This design comes from an exercise in tuning for small area on the open sky130 flow, not from production work.
The RTL was checked by simulation tests, not by an equivalence proof against the original design.
Power is estimated from default activity; no workload was simulated.

// ToneGenerator
module ToneGenerator (S, clk, rst, out);
   input [3:0] S;
   input       clk;
   input       rst;
   output reg  out;
   reg [3:0] c16;
   always @(posedge clk) c16 <= rst ? 4'd0 : c16 + 4'd1;
   wire w2  = c16[0];
   wire w4  = &c16[1:0];
   wire w8  = &c16[2:0];
   wire w16 = &c16;
   reg  [1:0] c3;
   wire w3 = c3[1];
   always @(posedge clk) c3 <= (rst | w3) ? 2'd0 : {c3[0], ~c3[0]};
   reg  [3:0] c11;
   wire w11 = c11[2] & ~c11[3];
   always @(posedge clk) c11 <= (rst | w11) ? 4'd0 : {~c11[2], c11[1], ~c11[0], (~c11[2] & ~c11[3]) | (c11[2] & ~c11[3]) | (c11[2] & c11[3])};
   reg  [3:0] c13;
   wire w13 = c13[0] & c13[1] & c13[3];
   always @(posedge clk) c13 <= (rst | w13) ? 4'd0 : {~c13[2], ~c13[1], ~c13[0], (~c13[0] & c13[3]) | (c13[0] & ~c13[3])};
   reg  [4:0] c23;
   wire w23 = ~c23[1] & c23[2] & c23[4];
   always @(posedge clk) c23 <= (rst | w23) ? 5'd0 : {~c23[3], ~c23[2], ~c23[1], ~c23[0], (~c23[1] & c23[4]) | (c23[1] & ~c23[4])};
   reg  [4:0] c29;
   wire w29 = c29[0] & c29[1] & c29[2] & c29[4];
   always @(posedge clk) c29 <= (rst | w29) ? 5'd0 : {~c29[3], ~c29[2], ~c29[1], ~c29[0], (~c29[1] & c29[4]) | (c29[1] & ~c29[4])};
   reg  [5:0] c37;
   wire w37 = ~c37[0] & ~c37[1] & ~c37[2] & ~c37[3] & c37[5];
   always @(posedge clk) c37 <= (rst | w37) ? 6'd0 : {~c37[4], ~c37[3], ~c37[2], ~c37[1], ~c37[0], (~c37[0] & c37[5]) | (c37[0] & ~c37[5])};
   reg  [5:0] c41;
   wire w41 = ~c41[1] & c41[2] & ~c41[3] & ~c41[5];
   always @(posedge clk) c41 <= (rst | w41) ? 6'd0 : {~c41[4], ~c41[3], ~c41[2], ~c41[1], ~c41[0], (~c41[0] & c41[5]) | (c41[0] & ~c41[5])};
   reg  [5:0] c43;
   wire w43 = c43[0] & ~c43[3] & c43[4] & ~c43[5];
   always @(posedge clk) c43 <= (rst | w43) ? 6'd0 : {~c43[4], ~c43[3], ~c43[2], ~c43[1], ~c43[0], (~c43[0] & c43[5]) | (c43[0] & ~c43[5])};
   reg  [6:0] c71;
   wire w71 = ~c71[0] & ~c71[1] & ~c71[3] & c71[6];
  ...
Size: ~7 I/O pins.
==> flow/config.mk <==
export PLATFORM = sky130hd
export DESIGN_NAME = ToneGenerator
export DESIGN_NICKNAME = ToneGenerator
export VERILOG_FILES = /design/flow/design.v
export SDC_FILE = /design/flow/constraint.sdc
export NUM_CORES = 4
export LEC_CHECK = 0
export CAP_MARGIN = 20
export CORE_MARGIN = 2
export CORE_UTILIZATION = 40
export SLEW_MARGIN = 20
==> flow/constraint.sdc <==
create_clock -name core_clock -period 20.0 [get_ports {clk}]
set_input_delay 4.0000 -clock core_clock [delete_from_list [all_inputs] [get_ports {clk}]]
set_output_delay 4.0000 -clock core_clock [all_outputs]
set_load 0.01 [all_outputs]
standard.sh (not shown) runs the stock make flow with config.mk's settings and CLKGATE_MAP_FILE= SYNTH_SCRIPT=/design/flow/synth_recipe.tcl, a recipe that flattens the netlist after the stock synthesis.
==> flow/flow/run.sh <==
#!/bin/bash
# Own layout flow. The standard synthesis runs unchanged; then the
# combinational cells of its netlist are re-synthesized for area with ABC
# (twelve &deepsyn seeds, four at a time; the smallest result is kept) while every register
# instance stays as it is (same names and cells). Floorplan, placement, CTS
# and routing are the standard ones, with clkbuf_4 clock-tree buffers, no
# dummy clock loads and buf_1 port buffers. Each tool logs to its own file.
set -euo pipefail
W=$(pwd)
F=$W/flow
R=$W/orfs/results/$FLOW_PLATFORM/ToneGenerator/base
LIB=$FLOW_HOME/platforms/$FLOW_PLATFORM/lib/sky130_fd_sc_hd__tt_025C_1v80.lib
YOSYS=$(command -v yosys || echo /OpenROAD-flow-scripts/tools/install/yosys/bin/yosys)

bash standard.sh synth > $W/1_standard_synth.log 2>&1
cp $R/1_2_yosys.v $W/standard_netlist.v

SEEDS="0 1 2 3 4 5 6 7 8 9 10 11"
n=0
for s in $SEEDS; do
  sed -e "s|@SEED@|$s|" $F/area.abc > $W/area_$s.abc
  sed -e "s|@LIB@|$LIB|g" -e "s|@IN@|$W/standard_netlist.v|" -e "s|@OUT@|$W/reopt_$s.v|" \
      -e "s|@ABC@|$W/area_$s.abc|" $F/reopt.ys > $W/reopt_$s.ys
  $YOSYS -s $W/reopt_$s.ys > $W/2_reopt_$s.log 2>&1 &
  n=$((n + 1))
  if (( n % 4 == 0 )); then wait || true; fi
done
wait || true
best=""; besta=""
for s in $SEEDS; do
  a=$(grep "Chip area" $W/2_reopt_$s.log | tail -1 | awk '{print $NF}' || true)
  echo "seed $s: $a" >> $W/2_reopt_choice.log
  if [[ -n "$a" && -s $W/reopt_$s.v ]] && { [[ -z "$besta" ]] || awk -v a="$a" -v b="$besta" 'BEGIN{exit !(a<b)}'; }; then
    best=$s; besta=$a
  fi
done
echo "chosen: seed $best ($besta)" >> $W/2_reopt_choice.log
cp $W/reopt_$best.v $R/1_2_yosys.v
rm -f $R/1_synth.odb $R/1_synth.sdc
bash standard.sh synth > $W/3_synth_odb.log 2>&1

export CTS_ARGS="$(cat $F/cts_args)"
export BUFFER_PORTS_ARGS="-buffer_cell sky130_fd_sc_hd__buf_1"
bash standard.sh finish > $W/4_finish.log 2>&1
==> flow/flow/area.abc <==
strash; balance -l; resub -K 6 -l; rewrite -l; resub -K 6 -N 2 -l; refactor -l; resub -K 8 -l; balance -l; resub -K 8 -N 2 -l; rewrite -l; resub -K 10 -l; rewrite -z -l; resub -K 10 -N 2 -l; balance -l; resub -K 12 -l; refactor -z -l; resub -K 12 -N 2 -l; rewrite -z -l; balance -l; &get -n; &deepsyn -S @SEED@ -T 100; &put; dch -f; amap
Other scripts of this flow, unchanged in this note and not shown: flow/flow/cts_args, flow/flow/reopt.ys
The first run ran to the end with no violations.
Then changed:
==> flow/flow/run.sh (replaced) <==
#!/bin/bash
# Own layout flow. The standard synthesis runs unchanged; then the
# combinational cells of its netlist are re-mapped for area with ABC while
# every register instance is kept as it is (same names and cells). Floorplan,
# placement, CTS and routing are the standard ones, with smaller clock-tree
# buffers, no dummy clock loads and buf_1 port buffers.
set -euo pipefail
W=$(pwd)
F=$W/flow
R=$W/orfs/results/$FLOW_PLATFORM/ToneGenerator/base
LIB=$FLOW_HOME/platforms/$FLOW_PLATFORM/lib/sky130_fd_sc_hd__tt_025C_1v80.lib
YOSYS=$(command -v yosys || echo /OpenROAD-flow-scripts/tools/install/yosys/bin/yosys)

bash standard.sh synth > $W/1_standard_synth.log 2>&1
cp $R/1_2_yosys.v $W/standard_netlist.v

sed -e "s|@LIB@|$LIB|g" -e "s|@IN@|$W/standard_netlist.v|" -e "s|@OUT@|$W/reopt_netlist.v|" \
    -e "s|@ABC@|$F/area.abc|" $F/reopt.ys > $W/reopt_run.ys
$YOSYS -s $W/reopt_run.ys > $W/2_reopt.log 2>&1
cp $W/reopt_netlist.v $R/1_2_yosys.v
rm -f $R/1_synth.odb $R/1_synth.sdc
bash standard.sh synth > $W/3_synth_odb.log 2>&1

export CTS_ARGS="$(cat $F/cts_args)"
export BUFFER_PORTS_ARGS="-buffer_cell sky130_fd_sc_hd__buf_1"
bash standard.sh finish > $W/4_finish.log 2>&1
==> flow/flow/area.abc (replaced) <==
strash; balance -l; resub -K 6 -l; rewrite -l; resub -K 6 -N 2 -l; refactor -l; resub -K 8 -l; balance -l; resub -K 8 -N 2 -l; rewrite -l; resub -K 10 -l; rewrite -z -l; resub -K 10 -N 2 -l; balance -l; resub -K 12 -l; refactor -z -l; resub -K 12 -N 2 -l; rewrite -z -l; balance -l; dch -f; amap
The new run went through all stages and came out clean.
Area after synthesis goes up slightly.
Non-clock buffer count increases by 1.
Power stays flat.
Hold slack gets better by 13 ps.
Sequential share of layout area falls by 0.85 points.
Then changed:
==> flow/flow/run.sh (replaced) <==
#!/bin/bash
# Own layout flow. The standard synthesis runs unchanged; then the
# combinational cells of its netlist are re-synthesized for area with ABC
# (twelve &deepsyn seeds, four at a time; the smallest result is kept) while every register
# instance stays as it is (same names and cells). Floorplan, placement, CTS
# and routing are the standard ones, with clkbuf_4 clock-tree buffers, no
# dummy clock loads and buf_1 port buffers. Each tool logs to its own file.
set -euo pipefail
W=$(pwd)
F=$W/flow
R=$W/orfs/results/$FLOW_PLATFORM/ToneGenerator/base
LIB=$FLOW_HOME/platforms/$FLOW_PLATFORM/lib/sky130_fd_sc_hd__tt_025C_1v80.lib
YOSYS=$(command -v yosys || echo /OpenROAD-flow-scripts/tools/install/yosys/bin/yosys)

bash standard.sh synth > $W/1_standard_synth.log 2>&1
cp $R/1_2_yosys.v $W/standard_netlist.v

SEEDS="0 1 2 3 4 5 6 7 8 9 10 11"
n=0
for s in $SEEDS; do
  sed -e "s|@SEED@|$s|" $F/area.abc > $W/area_$s.abc
  sed -e "s|@LIB@|$LIB|g" -e "s|@IN@|$W/standard_netlist.v|" -e "s|@OUT@|$W/reopt_$s.v|" \
      -e "s|@ABC@|$W/area_$s.abc|" $F/reopt.ys > $W/reopt_$s.ys
  $YOSYS -s $W/reopt_$s.ys > $W/2_reopt_$s.log 2>&1 &
  n=$((n + 1))
  if (( n % 4 == 0 )); then wait || true; fi
done
wait || true
best=""; besta=""
for s in $SEEDS; do
  a=$(grep "Chip area" $W/2_reopt_$s.log | tail -1 | awk '{print $NF}' || true)
  echo "seed $s: $a" >> $W/2_reopt_choice.log
  if [[ -n "$a" && -s $W/reopt_$s.v ]] && { [[ -z "$besta" ]] || awk -v a="$a" -v b="$besta" 'BEGIN{exit !(a<b)}'; }; then
    best=$s; besta=$a
  fi
done
echo "chosen: seed $best ($besta)" >> $W/2_reopt_choice.log
cp $W/reopt_$best.v $R/1_2_yosys.v
rm -f $R/1_synth.odb $R/1_synth.sdc
bash standard.sh synth > $W/3_synth_odb.log 2>&1

export CTS_ARGS="$(cat $F/cts_args)"
export BUFFER_PORTS_ARGS="-buffer_cell sky130_fd_sc_hd__buf_1"
bash standard.sh finish > $W/4_finish.log 2>&1
==> flow/flow/area.abc (replaced) <==
strash; balance -l; resub -K 6 -l; rewrite -l; resub -K 6 -N 2 -l; refactor -l; resub -K 8 -l; balance -l; resub -K 8 -N 2 -l; rewrite -l; resub -K 10 -l; rewrite -z -l; resub -K 10 -N 2 -l; balance -l; resub -K 12 -l; refactor -z -l; resub -K 12 -N 2 -l; rewrite -z -l; balance -l; &get -n; &deepsyn -S @SEED@ -T 100; &put; dch -f; amap
--- a/flow/config.mk
+++ b/flow/config.mk
@@ -6,6 +6,6 @@
 export NUM_CORES = 4
 export LEC_CHECK = 0
-export CAP_MARGIN = 20
+export CAP_MARGIN = 0
 export CORE_MARGIN = 2
 export CORE_UTILIZATION = 40
-export SLEW_MARGIN = 20
+export SLEW_MARGIN = 0
Outcome: Routed wire length went down by 1.7%; power is about the same; cell count shrinks by about 2.2%; design area fell by about 1.6%.
Then changed:
--- a/flow/flow/run.sh
+++ b/flow/flow/run.sh
@@ -2,5 +2,6 @@
 # Own layout flow. The standard synthesis runs unchanged; then the
 # combinational cells of its netlist are re-synthesized for area with ABC
-# (twelve &deepsyn seeds, four at a time; the smallest result is kept) while every register
+# (24 runs: twelve &deepsyn seeds, each with and without a Yosys opt
+# pass first, four at a time; the smallest result is kept) while every register
 # instance stays as it is (same names and cells). Floorplan, placement, CTS
 # and routing are the standard ones, with clkbuf_4 clock-tree buffers, no
@@ -16,10 +17,13 @@
 cp $R/1_2_yosys.v $W/standard_netlist.v
 
-SEEDS="0 1 2 3 4 5 6 7 8 9 10 11"
+# a run is PREP.SEED: PREP a (plain) or b (opt -full first), SEED the &deepsyn seed
+SEEDS=""
+for p in a b; do for k in 0 1 2 3 4 5 6 7 8 9 10 11; do SEEDS="$SEEDS $p$k"; done; done
 n=0
 for s in $SEEDS; do
-  sed -e "s|@SEED@|$s|" $F/area.abc > $W/area_$s.abc
+  sed -e "s|@SEED@|${s:1}|" $F/area.abc > $W/area_$s.abc
+  ys=$F/reopt.ys; [[ ${s:0:1} == b ]] && ys=$F/reopt_full.ys
   sed -e "s|@LIB@|$LIB|g" -e "s|@IN@|$W/standard_netlist.v|" -e "s|@OUT@|$W/reopt_$s.v|" \
-      -e "s|@ABC@|$W/area_$s.abc|" $F/reopt.ys > $W/reopt_$s.ys
+      -e "s|@ABC@|$W/area_$s.abc|" $ys > $W/reopt_$s.ys
   $YOSYS -s $W/reopt_$s.ys > $W/2_reopt_$s.log 2>&1 &
   n=$((n + 1))
==> flow/flow/reopt_full.ys (new file) <==
read_liberty -ignore_miss_func @LIB@
blackbox sky130_fd_sc_hd__*df* sky130_fd_sc_hd__*dl* sky130_fd_sc_hd__*probe* sky130_fd_sc_hd__*lpflow*
read_verilog @IN@
hierarchy -top ToneGenerator
flatten
opt -full
abc -liberty @LIB@ -dont_use *lpflow* -dont_use *probe* -script @ABC@
opt_clean -purge
hilomap -singleton -hicell sky130_fd_sc_hd__conb_1 HI -locell sky130_fd_sc_hd__conb_1 LO
splitnets
opt_clean -purge
hierarchy -top ToneGenerator
stat -liberty @LIB@
write_verilog -noattr -noexpr -nohex -nodec @OUT@
--- a/flow/config.mk
+++ b/flow/config.mk
@@ -6,6 +6,6 @@
 export NUM_CORES = 4
 export LEC_CHECK = 0
-export CAP_MARGIN = 0
+export CAP_MARGIN = 20
 export CORE_MARGIN = 2
 export CORE_UTILIZATION = 40
-export SLEW_MARGIN = 0
+export SLEW_MARGIN = 20
Result: Die area is unchanged. Routed wire length does not change. Clock skew does not change. Design area does not change. Count of clock-buffer cells in the layout does not change. Utilization is unchanged.

==> afterwards: timing with drivers on the ports <==
How much do the figures lean on ideal ports? The routed layouts below were timed once more, with nothing changed but the port constraints. Step 1 (the two cells are an assumption about what drives the block):
set clk [get_ports {clk}]
set_driving_cell -lib_cell sky130_fd_sc_hd__clkbuf_16 $clk
set_driving_cell -lib_cell sky130_fd_sc_hd__buf_2 [delete_from_list [all_inputs] $clk]
Step 2 also shifts input and output timing later by t, the mid clock arrival at the registers, as if the neighbouring blocks saw the same clock. a / b / c = no drivers / after step 1 / after step 2; a / b = the first two.
run	t, ns	slack for setup (ns)	worst hold slack (ns)	worst setup path at the end	slew at the worst register clock pin (ns)
the first run	0.487	13.225 / 13.227 / 12.740	0.343 / 0.343 / 0.343	input to register	0.12 / 0.12
the second run	0.480	13.281 / 13.285 / 12.805	0.356 / 0.356 / 0.356	input to register	0.11 / 0.11
the third run	0.487	13.225 / 13.227 / 12.740	0.343 / 0.343 / 0.343	input to register	0.12 / 0.12
the fourth run	0.487	13.225 / 13.227 / 12.740	0.343 / 0.343 / 0.343	input to register	0.12 / 0.12
After both steps every run listed still meets setup and hold.
